This design comes from an exercise in tuning for small area, a short achievable clock period and few clock cycles per item on the open sky130 flow, not from production work. Function was checked by simulation only, so behaviour that the tests miss may differ from the original.

## flow/design.v (module list and top-level ports; edited modules follow where they fit)
// module c2_dot5: 779 lines
// module c2_addn: 154 lines
// module c2_fa: 4 lines
// module c2_ha: 4 lines
// module lenet5_conv2: 349 lines
module lenet5_conv2 (
    input          clk               ,
    input          areset            ,
    input          i_run             ,
    output         o_idle            ,
    output         o_run             ,
    output         o_en_err          ,
    output         o_n_ready         ,
    output         o_ot_done         ,
    output         o_ot_valid        ,
    output [0 : 0] o_ot_ox_b_idx     ,
    output [2 : 0] o_ot_ox_t_idx     ,
    output [3 : 0] o_ot_oy_idx       ,
    output [1 : 0] o_ot_och_b_idx    ,
    output [31: 0] o_ot_och_t_otfmap ,
    output [8 : 0] b_o_infmap_addr   ,
    output         b_o_infmap_ce     ,
    output         b_o_infmap_we     ,
    input  [31: 0] b_i_infmap_q      ,
    output [8 : 0] b_o_weight_addr   ,
    output         b_o_weight_ce     ,
    output         b_o_weight_we     ,
    input  [39: 0] b_i_weight_q      ,
    output [3 : 0] b_o_bias_addr     ,
    output         b_o_bias_ce       ,
    output         b_o_bias_we       ,
    input  [15: 0] b_i_bias_q
);
  // ...
==> flow/flow/run.sh <==
#!/bin/bash
# The standard layout (standard.sh: ORFS synthesis to finish, unchanged),
# with a larger setup repair margin so that the resizer works on paths down
# to a 3.5 ns cycle instead of stopping at the 10 ns clock.  The clock and
# constraints are the standard flow's; only the repair target changes.  make's output
# goes to make.log here, each ORFS step's log to orfs/logs/.
set -euo pipefail
bash standard.sh SETUP_SLACK_MARGIN=6.5 finish > make.log 2>&1
==> flow/standard.sh <==
#!/bin/bash
# synth_recipe.tcl (not shown) runs the flow's synth.tcl, then flattens the netlist and writes it again
# the make line also repeats each setting of config.mk as NAME=value (left out here)
make -C /OpenROAD-flow-scripts/flow DESIGN_CONFIG=/design/flow/config.mk WORK_HOME=/design/flow/orfs CLKGATE_MAP_FILE= SYNTH_SCRIPT=/design/flow/synth_recipe.tcl "${@:-finish}"
==> flow/config.mk <==
export PLATFORM = sky130hd
export DESIGN_NAME = lenet5_conv2
export DESIGN_NICKNAME = lenet5_conv2
export VERILOG_FILES = /design/flow/design.v
export SDC_FILE = /design/flow/constraint.sdc
export NUM_CORES = 4
export LEC_CHECK = 0
export CAP_MARGIN = 20
export CORE_MARGIN = 2
export CORE_UTILIZATION = 40
export PLACE_DENSITY = 0.6
export SLEW_MARGIN = 20
export SYNTH_HIERARCHICAL = 1
export SYNTH_MINIMUM_KEEP_SIZE = 0
==> flow/constraint.sdc <==
create_clock -name core_clock -period 10.0 [get_ports {clk}]
set_input_delay 2.0000 -clock core_clock [delete_from_list [all_inputs] [get_ports {clk}]]
set_output_delay 2.0000 -clock core_clock [all_outputs]
set_load 0.01 [all_outputs]
==> reports/metrics.cfg, run 1 <==
[status]
status=no timing/DRC/antenna violations

[drt]
drc=0
wl_per_cell_um=34.7
met2WireLength_um=244000

[grt]
grt_pass1_vias=103892
use_met2=0.452
grt_pass1_wl_um=794000
use_met1=0.353
top_usage_layer=met2

[timing]
finalSetupViolations=0
setup_ws_ps=6310
rsz0062_at_grt=yes
hold_viol=0

[worst_setup_path]
worstPathRequired_ps=10770
cp-startpoint=u[4].cs2[3]
crit_slowest_cell=fa_1
crit_fanout=4
cp-start-kind=flop
path_common_cell=fa_1

[yosys]
ys_warn_count=11
postSynthCellCount=12668

[placed_design]
dp_slack_ps=5100
io_buffers=159
place_congestion=0.966

[clock_tree]
cts_root_buffer=clkbuf_16
clkTransAtPathRegs_ps=60
post_cts.repair.setup_buffers=207

[final_layout]
antenna-diode-count=54
multi_input_area_share=0.546
multi_input_area_sq_um=86400
clock_area_frac=0.0564
final_cell_count_no_fill=16787
postLayoutCoreUtil=0.438
synthToLayoutAreaGrowth_pct=9.16

[hold_path]
hp-start=u[7].acc_c[22]

Testbench counts, summed over its fixed seeds: cycles 231,264, images 48.
==> module lenet5_conv2, before the edit <==
module lenet5_conv2 (
    input          clk               ,
    input          areset            ,
    input          i_run             ,
    output         o_idle            ,
    output         o_run             ,
    output         o_en_err          ,
    output         o_n_ready         ,
    output         o_ot_done         ,
    output         o_ot_valid        ,
    output [0 : 0] o_ot_ox_b_idx     ,
    output [2 : 0] o_ot_ox_t_idx     ,
    output [3 : 0] o_ot_oy_idx       ,
    output [1 : 0] o_ot_och_b_idx    ,
    output [31: 0] o_ot_och_t_otfmap ,
    output [8 : 0] b_o_infmap_addr   ,
    output         b_o_infmap_ce     ,
    output         b_o_infmap_we     ,
    input  [31: 0] b_i_infmap_q      ,
    output [8 : 0] b_o_weight_addr   ,
    output         b_o_weight_ce     ,
    output         b_o_weight_we     ,
    input  [39: 0] b_i_weight_q      ,
    output [3 : 0] b_o_bias_addr     ,
    output         b_o_bias_ce       ,
    output         b_o_bias_we       ,
    input  [15: 0] b_i_bias_q
);
reg r_run;
reg r_en_err;
reg r_done;
reg r_n_ready;
always @(posedge clk) begin
    if (areset)
        r_run <= 1'b0;
    else if (i_run)
        r_run <= 1'b1;
    else if (r_done)
        r_run <= 1'b0;
end
always @(posedge clk) begin
    if (areset)
        r_en_err <= 1'b0;
    else if (r_run && i_run && !r_done)
        r_en_err <= 1'b1;
end
reg       pf_act;
reg [1:0] pf_j;
reg [2:0] pf_ky;
reg [2:0] pf_c;
reg [1:0] pf_b;
reg [3:0] pf_y;
reg [1:0] st_d;      
reg       wf_act;
reg [1:0] wf_j;
reg [2:0] wf_ky;
reg [2:0] wf_c;
reg [1:0] wf_b;
reg [3:0] wf_y;
wire pf_end = (pf_j == 2'd3) && (pf_ky == 3'd4) && (pf_c == 3'd5) &&
              (pf_b == 2'd3) && (pf_y == 4'd9);
wire wf_end = (wf_j == 2'd3) && (wf_ky == 3'd4) && (wf_c == 3'd5) &&
              (wf_b == 2'd3) && (wf_y == 4'd9);
always @(posedge clk) begin
    if (areset)
        pf_act <= 1'b0;
    else if (i_run)
        pf_act <= 1'b1;
    else if (pf_end)
        pf_act <= 1'b0;
end
always @(posedge clk) begin
    if (i_run || !pf_act) begin
        pf_j <= 2'd0; pf_ky <= 3'd0; pf_c <= 3'd0; pf_b <= 2'd0; pf_y <= 4'd0;
    end else begin
        pf_j <= pf_j + 2'd1;
        if (pf_j == 2'd3) begin
            pf_ky <= (pf_ky == 3'd4) ? 3'd0 : pf_ky + 3'd1;
            if (pf_ky == 3'd4) begin
                pf_c <= (pf_c == 3'd5) ? 3'd0 : pf_c + 3'd1;
                if (pf_c == 3'd5) begin
                    pf_b <= pf_b + 2'd1;
                    if (pf_b == 2'd3)
                        pf_y <= pf_y + 4'd1;
                end
            end
        end
    end
end
always @(posedge clk) begin
    if (areset)
        st_d <= 2'd0;
    else
        st_d <= {st_d[0], i_run};
end
always @(posedge clk) begin
    if (areset)
        wf_act <= 1'b0;
    else if (st_d[1])
        wf_act <= 1'b1;
    else if (wf_end)
        wf_act <= 1'b0;
end
always @(posedge clk) begin
    if (st_d[1] || !wf_act) begin
        wf_j <= 2'd0; wf_ky <= 3'd0; wf_c <= 3'd0; wf_b <= 2'd0; wf_y <= 4'd0;
    end else begin
        wf_j <= wf_j + 2'd1;
        if (wf_j == 2'd3) begin
            wf_ky <= (wf_ky == 3'd4) ? 3'd0 : wf_ky + 3'd1;
            if (wf_ky == 3'd4) begin
                wf_c <= (wf_c == 3'd5) ? 3'd0 : wf_c + 3'd1;
                if (wf_c == 3'd5) begin
                    wf_b <= wf_b + 2'd1;
                    if (wf_b == 2'd3)
                        wf_y <= wf_y + 4'd1;
                end
            end
        end
    end
end
wire [3:0] pf_r    = pf_y + {1'b0, pf_ky};
wire [6:0] pf_r7   = {pf_r, 3'b000} - {3'b000, pf_r};
wire [8:0] pf_addr = pf_c * 9'd49 + {3'b0, pf_r7[6:1]} + {7'b0, pf_j};
reg [8:0] r_i_addr;
reg       r_i_ce;
always @(posedge clk) begin
    r_i_addr <= pf_addr;
    if (areset)
        r_i_ce <= 1'b0;
    else
        r_i_ce <= pf_act;
end
wire [3:0] wf_o    = {wf_b, wf_j};
wire [8:0] wf_addr = wf_o * 9'd30 + wf_c * 9'd5 + {6'b0, wf_ky};
reg [8:0] r_w_addr1, r_w_addr;
reg       r_w_ce1, r_w_ce;
reg [3:0] r_b_addr;
reg       r_b_ce;
always @(posedge clk) begin
    r_w_addr1 <= wf_addr;
    r_w_addr  <= r_w_addr1;
    r_b_addr  <= wf_o;
    if (areset) begin
        r_w_ce1 <= 1'b0;
        r_w_ce  <= 1'b0;
        r_b_ce  <= 1'b0;
    end else begin
        r_w_ce1 <= wf_act;
        r_w_ce  <= r_w_ce1;
        r_b_ce  <= wf_act && (wf_c == 3'd0) && (wf_ky == 3'd0);
    end
end
assign b_o_infmap_addr = r_i_addr;
assign b_o_infmap_ce   = r_i_ce;
assign b_o_infmap_we   = 1'b0;
assign b_o_weight_addr = r_w_addr;
assign b_o_weight_ce   = r_w_ce;
assign b_o_weight_we   = 1'b0;
assign b_o_bias_addr   = r_b_addr;
assign b_o_bias_ce     = r_b_ce;
assign b_o_bias_we     = 1'b0;
reg [31:0] stg0, stg1, stg2;
always @(posedge clk) begin
    stg0 <= b_i_infmap_q;
    stg1 <= stg0;
    stg2 <= stg1;
end
reg [1:0] rl_d;      
reg [1:0] ro_d;      
always @(posedge clk) begin
    if (areset)
        rl_d <= 2'd0;
    else
        rl_d <= {rl_d[0], pf_act && (pf_j == 2'd3)};
    ro_d <= {ro_d[0], pf_r[0]};
end
reg  [111:0] row_r;
wire [127:0] row_w = {b_i_infmap_q, stg0, stg1, stg2};
always @(posedge clk) begin
    if (rl_d[1])
        row_r <= ro_d[1] ? row_w[127:16] : row_w[111:0];
end
reg [19:0] bo_one, bo_two, bo_neg, bo_negb;
reg [15:0] bias_r;
reg [8:0]  bo_nsum;      
integer t, k;
reg b2, b1, b0;
always @(posedge clk) begin
    for (t = 0; t < 5; t = t + 1) begin
        for (k = 0; k < 4; k = k + 1) begin
            b2 = b_i_weight_q[8*t + 2*k + 1];
            b1 = b_i_weight_q[8*t + 2*k];
            b0 = (k == 0) ? 1'b0 : b_i_weight_q[8*t + 2*k - 1];
            bo_one[t*4+k] <= b1 ^ b0;
            bo_two[t*4+k] <= (b2 & ~b1 & ~b0) | (~b2 & b1 & b0);
            bo_neg[t*4+k] <= b2;
            bo_negb[t*4+k] <= ~b2;
        end
    end
    bias_r <= b_i_bias_q;
    bo_nsum <= {2'b0, b_i_weight_q[ 7], 1'b0, b_i_weight_q[ 5], 1'b0, b_i_weight_q[ 3], 1'b0, b_i_weight_q[ 1]}
             + {2'b0, b_i_weight_q[15], 1'b0, b_i_weight_q[13], 1'b0, b_i_weight_q[11], 1'b0, b_i_weight_q[ 9]}
             + {2'b0, b_i_weight_q[23], 1'b0, b_i_weight_q[21], 1'b0, b_i_weight_q[19], 1'b0, b_i_weight_q[17]}
             + {2'b0, b_i_weight_q[31], 1'b0, b_i_weight_q[29], 1'b0, b_i_weight_q[27], 1'b0, b_i_weight_q[25]}
             + {2'b0, b_i_weight_q[39], 1'b0, b_i_weight_q[37], 1'b0, b_i_weight_q[35], 1'b0, b_i_weight_q[33]};
end
reg [2:0] cf_d;      
reg [3:0] cl_d;      
reg [1:0] cj_d0, cj_d1, cj_d2, cj_d3;
always @(posedge clk) begin
    cf_d  <= {cf_d[1:0], (wf_c == 3'd0) && (wf_ky == 3'd0)};
    cj_d0 <= wf_j;
    cj_d1 <= cj_d0;
    cj_d2 <= cj_d1;
    cj_d3 <= cj_d2;
    if (areset)
        cl_d <= 4'd0;
    else
        cl_d <= {cl_d[2:0], wf_act && (wf_c == 3'd5) && (wf_ky == 3'd4)};
end
wire       c_first_m1 = cf_d[2];
wire       c_last     = cl_d[3];
wire [1:0] c_j        = cj_d3;
reg       cap_last_d1, cap_last_d2;
reg [1:0] cap_j_d1, cap_j_d2;
always @(posedge clk) begin
    if (areset) begin
        cap_last_d1 <= 1'b0;
        cap_last_d2 <= 1'b0;
    end else begin
        cap_last_d1 <= c_last;
        cap_last_d2 <= cap_last_d1;
    end
    cap_j_d1 <= c_j;
    cap_j_d2 <= cap_j_d1;
end
localparam [22:0] INIT_K = 23'd5124864;
wire [22:0] init_v = {{7{bias_r[15]}}, bias_r} + INIT_K;
wire [6:0]  q_x [0:9];      
genvar gx;
generate
for (gx = 0; gx < 10; gx = gx + 1) begin : u
    reg  [22:0] cs0, cs1, cs2, cs3, cs4, acc_a, acc_b, acc_c;
    wire [22:0] t0, t1, t2, t3, t4, t_sum;
    c2_dot5 u_t (
        .p0 (row_r[8*gx      +: 8]),
        .p1 (row_r[8*gx +  8 +: 8]),
        .p2 (row_r[8*gx + 16 +: 8]),
        .p3 (row_r[8*gx + 24 +: 8]),
        .p4 (row_r[8*gx + 32 +: 8]),
        .one (bo_one), .two (bo_two), .neg (bo_neg), .negb (bo_negb),
        .nsum (bo_nsum),
        .acc_in (acc_c),
        .r0 (t0), .r1 (t1), .r2 (t2), .r3 (t3), .r4 (t4)
    );
    c2_addn u_a (
        .r0 (cs0), .r1 (cs1), .r2 (cs2), .r3 (cs3), .r4 (cs4),
        .s  (t_sum)
    );
    always @(posedge clk) begin
        cs0   <= t0;
        cs1   <= t1 & 23'h00ffff;
        cs2   <= t2 & 23'h00ffff;
        cs3   <= t3 & 23'h00ffff;
        cs4   <= t4 & 23'h007fff;
        acc_a <= t_sum;
        acc_b <= acc_a;
        acc_c <= c_first_m1 ? init_v : acc_b;
    end
    assign q_x[gx] = acc_a[22] ? 7'd0 :
                     (|acc_a[21:16]) ? 7'd127 : acc_a[15:9];
end
endgenerate
reg [6:0] ln0 [0:9];
reg [6:0] ln1 [0:9];
reg [6:0] ln2 [0:9];
reg [6:0] ln3 [0:9];
reg [6:0] d0a, d0b, d0c, d1a, d1b, d2a;
wire cap0 = cap_last_d2 && (cap_j_d2 == 2'd0);
wire cap1 = cap_last_d2 && (cap_j_d2 == 2'd1);
wire cap2 = cap_last_d2 && (cap_j_d2 == 2'd2);
wire cap3 = cap_last_d2 && (cap_j_d2 == 2'd3);
integer x;
always @(posedge clk) begin
    for (x = 0; x < 10; x = x + 1) begin
        ln0[x] <= (cap0 || x == 9) ? q_x[x] : ln0[(x + 1) % 10];
        ln1[x] <= (cap1 || x == 9) ? q_x[x] : ln1[(x + 1) % 10];
        ln2[x] <= (cap2 || x == 9) ? q_x[x] : ln2[(x + 1) % 10];
        ln3[x] <= (cap3 || x == 9) ? q_x[x] : ln3[(x + 1) % 10];
    end
    d0a <= ln0[0]; d0b <= d0a; d0c <= d0b;
    d1a <= ln1[0]; d1b <= d1a;
    d2a <= ln2[0];
end
reg       r_valid;
reg [3:0] e_cnt;
reg       e_oxb;
reg [2:0] e_oxt;
reg [1:0] e_b;
reg [3:0] e_y;
wire e_act      = (e_cnt != 4'd15);
wire e_lasttile = (e_b == 2'd3) && (e_y == 4'd9);
always @(posedge clk) begin
    if (areset) begin
        r_valid   <= 1'b0;
        e_cnt     <= 4'd15;
        e_oxb     <= 1'b0;
        e_oxt     <= 3'd0;
        e_b       <= 2'd0;
        e_y       <= 4'd0;
        r_done    <= 1'b0;
        r_n_ready <= 1'b0;
    end else begin
        r_done    <= e_act && (e_cnt == 4'd8) && e_lasttile;
        r_n_ready <= e_act && (e_cnt == 4'd7) && e_lasttile;
        r_valid   <= cap3 || (e_act && (e_cnt != 4'd9));
        if (cap3) begin
            e_cnt   <= 4'd0;
            e_oxb   <= 1'b0;
            e_oxt   <= 3'd0;
        end else if (e_act) begin
            e_cnt <= (e_cnt == 4'd9) ? 4'd15 : e_cnt + 4'd1;
            e_oxt <= (e_oxt == 3'd4) ? 3'd0 : e_oxt + 3'd1;
            if (e_oxt == 3'd4)
                e_oxb <= ~e_oxb;
        end
        if (i_run) begin
            e_b <= 2'd0;
            e_y <= 4'd0;
        end else if (e_act && (e_cnt == 4'd9)) begin
            e_b <= e_b + 2'd1;
            if (e_b == 2'd3)
                e_y <= e_y + 4'd1;
        end
    end
end
assign o_idle            = ~r_run;
assign o_run             = r_run;
assign o_en_err          = r_en_err;
assign o_n_ready         = r_n_ready;
assign o_ot_done         = r_done;
assign o_ot_valid        = r_valid;
assign o_ot_ox_b_idx     = e_oxb;
assign o_ot_ox_t_idx     = e_oxt;
assign o_ot_oy_idx       = e_y;
assign o_ot_och_b_idx    = e_b;
assign o_ot_och_t_otfmap = {1'b0, ln3[0], 1'b0, d2a, 1'b0, d1b, 1'b0, d0c};
endmodule
==> inputs of run 2 (changes only) <==
--- a/flow/design.v
+++ b/flow/design.v
@@ -992,7 +992,7 @@
 reg [2:0] pf_c;
 reg [1:0] pf_b;
 reg [3:0] pf_y;
-reg [1:0] st_d;      
+reg [2:0] st_d;      
 reg       wf_act;
 reg [1:0] wf_j;
 reg [2:0] wf_ky;
@@ -1031,20 +1031,20 @@
 end
 always @(posedge clk) begin
     if (areset)
-        st_d <= 2'd0;
+        st_d <= 3'd0;
     else
-        st_d <= {st_d[0], i_run};
+        st_d <= {st_d[1:0], i_run};
 end
 always @(posedge clk) begin
     if (areset)
         wf_act <= 1'b0;
-    else if (st_d[1])
+    else if (st_d[2])
         wf_act <= 1'b1;
     else if (wf_end)
         wf_act <= 1'b0;
 end
 always @(posedge clk) begin
-    if (st_d[1] || !wf_act) begin
+    if (st_d[2] || !wf_act) begin
         wf_j <= 2'd0; wf_ky <= 3'd0; wf_c <= 3'd0; wf_b <= 2'd0; wf_y <= 4'd0;
     end else begin
         wf_j <= wf_j + 2'd1;
@@ -1063,25 +1063,33 @@
 end
 wire [3:0] pf_r    = pf_y + {1'b0, pf_ky};
 wire [6:0] pf_r7   = {pf_r, 3'b000} - {3'b000, pf_r};
-wire [8:0] pf_addr = pf_c * 9'd49 + {3'b0, pf_r7[6:1]} + {7'b0, pf_j};
+reg [8:0] pa_c;
+reg [5:0] pa_r;
 reg [8:0] r_i_addr;
-reg       r_i_ce;
+reg       pa_ce, r_i_ce;
 always @(posedge clk) begin
-    r_i_addr <= pf_addr;
-    if (areset)
+    pa_c     <= pf_c * 9'd49 + {7'b0, pf_j};
+    pa_r     <= pf_r7[6:1];
+    r_i_addr <= pa_c + {3'b0, pa_r};
+    if (areset) begin
+        pa_ce  <= 1'b0;
         r_i_ce <= 1'b0;
-    else
-        r_i_ce <= pf_act;
+    end else begin
+        pa_ce  <= pf_act;
+        r_i_ce <= pa_ce;
+    end
 end
 wire [3:0] wf_o    = {wf_b, wf_j};
-wire [8:0] wf_addr = wf_o * 9'd30 + wf_c * 9'd5 + {6'b0, wf_ky};
-reg [8:0] r_w_addr1, r_w_addr;
+reg [8:0] wa_o;
+reg [4:0] wa_ck;
+reg [8:0] r_w_addr;
 reg       r_w_ce1, r_w_ce;
 reg [3:0] r_b_addr;
 reg       r_b_ce;
 always @(posedge clk) begin
-    r_w_addr1 <= wf_addr;
-    r_w_addr  <= r_w_addr1;
+    wa_o      <= wf_o * 9'd30;
+    wa_ck     <= wf_c * 5'd5 + {2'b0, wf_ky};
+    r_w_addr  <= wa_o + {4'b0, wa_ck};
     r_b_addr  <= wf_o;
     if (areset) begin
         r_w_ce1 <= 1'b0;
@@ -1108,20 +1116,20 @@
     stg1 <= stg0;
     stg2 <= stg1;
 end
-reg [1:0] rl_d;      
-reg [1:0] ro_d;      
+reg [2:0] rl_d;      
+reg [2:0] ro_d;      
 always @(posedge clk) begin
     if (areset)
-        rl_d <= 2'd0;
+        rl_d <= 3'd0;
     else
-        rl_d <= {rl_d[0], pf_act && (pf_j == 2'd3)};
-    ro_d <= {ro_d[0], pf_r[0]};
+        rl_d <= {rl_d[1:0], pf_act && (pf_j == 2'd3)};
+    ro_d <= {ro_d[1:0], pf_r[0]};
 end
 reg  [111:0] row_r;
 wire [127:0] row_w = {b_i_infmap_q, stg0, stg1, stg2};
 always @(posedge clk) begin
-    if (rl_d[1])
-        row_r <= ro_d[1] ? row_w[127:16] : row_w[111:0];
+    if (rl_d[2])
+        row_r <= ro_d[2] ? row_w[127:16] : row_w[111:0];
 end
 reg [19:0] bo_one, bo_two, bo_neg, bo_negb;
 reg [15:0] bias_r;
--- a/flow/config.mk
+++ b/flow/config.mk
@@ -8,7 +8,7 @@
 export CAP_MARGIN = 20
 export CORE_MARGIN = 2
 export CORE_UTILIZATION = 40
-export PLACE_DENSITY = 0.6
+export PLACE_DENSITY = 0.5
 export SLEW_MARGIN = 20
 export SYNTH_HIERARCHICAL = 1
 export SYNTH_MINIMUM_KEEP_SIZE = 0
==> run 2 against run 1 <==
  * Highest routed layer unchanged
  * Largest cell class unchanged
  * First-iteration DRC count shrank 6.1%
  * Non-clock buffer count is 94 higher
  * Synthesized cell count barely moved
==> reports/metrics.cfg, run 2 <==
[status]
status=no timing/DRC/antenna violations

[final_layout]
layout_commonest_cell=dfxtp_1
nets=14049
drive_above_1_share=0.169
synthToLayoutAreaGrowth_pct=10.5
layout_common_cells=dfxtp_1 (2,066), xnor2_1 (1,925), fa_1 (1,649)
postLayoutCoreUtil=0.444  ; +0.00598
final_cell_count_no_fill=16899  ; +0.67%

[worst_setup_path]
cp-end-kind=flop
r2r_start=u[3].cs1[8]
worstPathRequired_ps=10780  ; about the same
max_stage_delay_ps=520
critical_path.cell_chain=fa_2 -> fa_1 -> fa_1 -> ha_4 -> nand4_1 -> or3_4 -> o211ai_4 -> buf_12 -> a41oi_2 -> xnor2_1
crit_fanout=4  ; unchanged
crit_slowest_cell=fa_1
reg2reg_slack_ps=6380
arrival_ps=4400
cp-start-kind=flop
ff2ff_path_depth=10
path_class=flop to flop
r2r_end=u[3].acc_a[19]
path_common_cell=fa_1

[floorplanning]
die_h_um=607
initial_core_util=0.402
dieArea_sq_um=369000
core_area_sq_um=362000
die_x_um=607
rows=221
ioPinCount=167

[timing]
post-route-min-period_ps=3620
relSlewSlack=0.168
tightestPinTransition_ps=1250
setup_ws_ps=6380  ; +62.6 ps
finalSetupViolations=0  ; unchanged
hold_viol=0  ; unchanged
tns_ps=0
finalCritPeriodShare=0.362
drv_slew=0
fmax_mhz=276
rsz0062_at_grt=yes
finClkSkew_ps=69.2

[drt]
wirelength_um=645000
routed-via-count=103851
dr.pass1.iters=10
wl_per_cell_um=38.2  ; +10%
drt_iter0_drc=13559
via_per_inst=6.15
ant_nets=0
drc=0  ; unchanged

[grt]
grt_pass1_wl_um=868000  ; +9.3%
antenna_found_initial=54
grt_use_total=0.342
grt_overflow=0
grt_pass1_vias=108065  ; +4.0%
grt_max_degree=108

[clock_tree]
ctsHoldBuffers=0
clk_path_buf_depth=4
numCtsBuffers=277
cts_root_buffer=clkbuf_16
cts.sinks=2295
clkLatencyLatePin_ps=950
cts_tree=built
clkTransAtPathRegs_ps=60  ; about the same
htreeDepth=5

[placed_design]
io_buffers=159  ; unchanged
dp_hpwl_um=366000
place_congestion=0.948  ; -1.8%
dp_cells=15947
dp_slack_ps=4860  ; -240 ps

[hold_path]
hold_depth=0
hp-start=u[8].acc_c[22]
hp-class=flop to flop
holdPathEnd=u[8].cs0[22]

[flow_run]
cap_violations=0

[yosys]
ys_warn_count=11  ; unchanged
postSynthCellCount=12674  ; +0.047%
avgSynthCellArea_sq_um=11.5
synth_area_sq_um=145000

[run 2: changes by cell type in the layout (fill, tap and decap cells not counted), moves of 18 or more]
cell,delta
inv_1,-36
o21ai_0,-41
buf_16,+25
o21ai_1,+22
clkbuf_16,+19
buf_4,+41
dfxtp_1,+34
fa_1,-18
[run 2: what timing repair did]
item                       in CTS  in global routing
resized for setup            1039                277
setup buffers                 268                111
pin swaps                     167                188
setup endpoints to repair     787                226
gates cloned                   26                 11
[run 2: worst max-delay path by stage]
stage	cells past startpoint	slack [ps]	to	start
after floorplan	12	5800	bo_nsum[7]	b_i_weight_q[17]
after global routing	11	6390	u[8].acc_a[19]	u[8].cs0[7]
after global placement	13	4650	bo_nsum[7]	b_i_weight_q[17]
after CTS	10	6400	u[3].acc_a[19]	u[3].cs0[9]
final	10	6380	u[3].acc_a[19]	u[3].cs1[8]
after detailed placement	13	4860	bo_nsum[7]	b_i_weight_q[17]
[run 2: final cells by class]
| cell class | instances | area [sq um] |
|---|---|---|
| diodes | 37 | 92.6 |
| inverters | 270 | 1030 |
| clock buffers | 378 | 7980 |
| fillers | 33037 | 201000 |
| well taps | 4794 | 6000 |
| repair buffers | 833 | 10400 |
| flip-flops and latches | 2295 | 47400 |
| clock inverters | 118 | 1650 |
| multi-input cells | 8174 | 86200 |
[run 2: stage by stage]
step | hold WS (ps) | cell area (sq um)
2_1_floorplan | 310 | 146000
3_3_place_gp | 310 | 141000
3_5_place_dp | 312 | 141000
4_1_cts | 274 | 158000
5_1_grt | 287 | 161000
6_report | 279 | 161000
[run 2: routing by layer]
layer | part of all wire | vias up | global-route usage
met5 | 0.00064 | - | 0.00405
met4 | 0.090 | 20 | 0.243
met3 | 0.12 | 2756 | 0.114
met2 | 0.43 | 8156 | 0.517
met1 | 0.36 | 53023 | 0.407
li1 | - | 39896 | -
[run 2: critical path, delay by kind of cell (launching register included)]
| kind | cells | cell delay (ps) |
|---|---|---|
| adder cells (fa/ha/maj) | 4 | 1770 |
| flip-flops | 1 | 330 |
| AO/OA/AOI/OAI | 2 | 310 |
| XOR/XNOR | 1 | 150 |
| AND/OR/NAND/NOR | 2 | 740 |
| buffers and inverters | 1 | 160 |
Testbench counts of run 2, summed over its fixed seeds: cycles 231,312, images 48.

## port drivers added, routing unchanged
The results above use ideal ports. As a check the final layouts listed here were re-extracted and re-timed, cells and wires unchanged. Step 1 (the two cells are an assumption about what drives the block):
set clk [get_ports {clk}]
set_driving_cell -lib_cell sky130_fd_sc_hd__clkbuf_16 $clk
set_driving_cell -lib_cell sky130_fd_sc_hd__buf_2 [delete_from_list [all_inputs] $clk]
Step 2 also shifts input and output timing later by t, the mid clock arrival at the registers, as if the neighbouring blocks saw the same clock. Three values: ideal, step 1, step 2; two values: the first two.
run	t, ns	setup slack, ns	pins driven straight from the clock port
run 1	1.034	6.314 / 6.314 / 5.543	1
run 2	1.035	6.377 / 6.377 / 5.584	1
After both steps setup and hold are still met in every run listed. The setup slack of run 2, which loses most, moves by 0.000 ns with the drivers and by -0.793 ns with both steps.
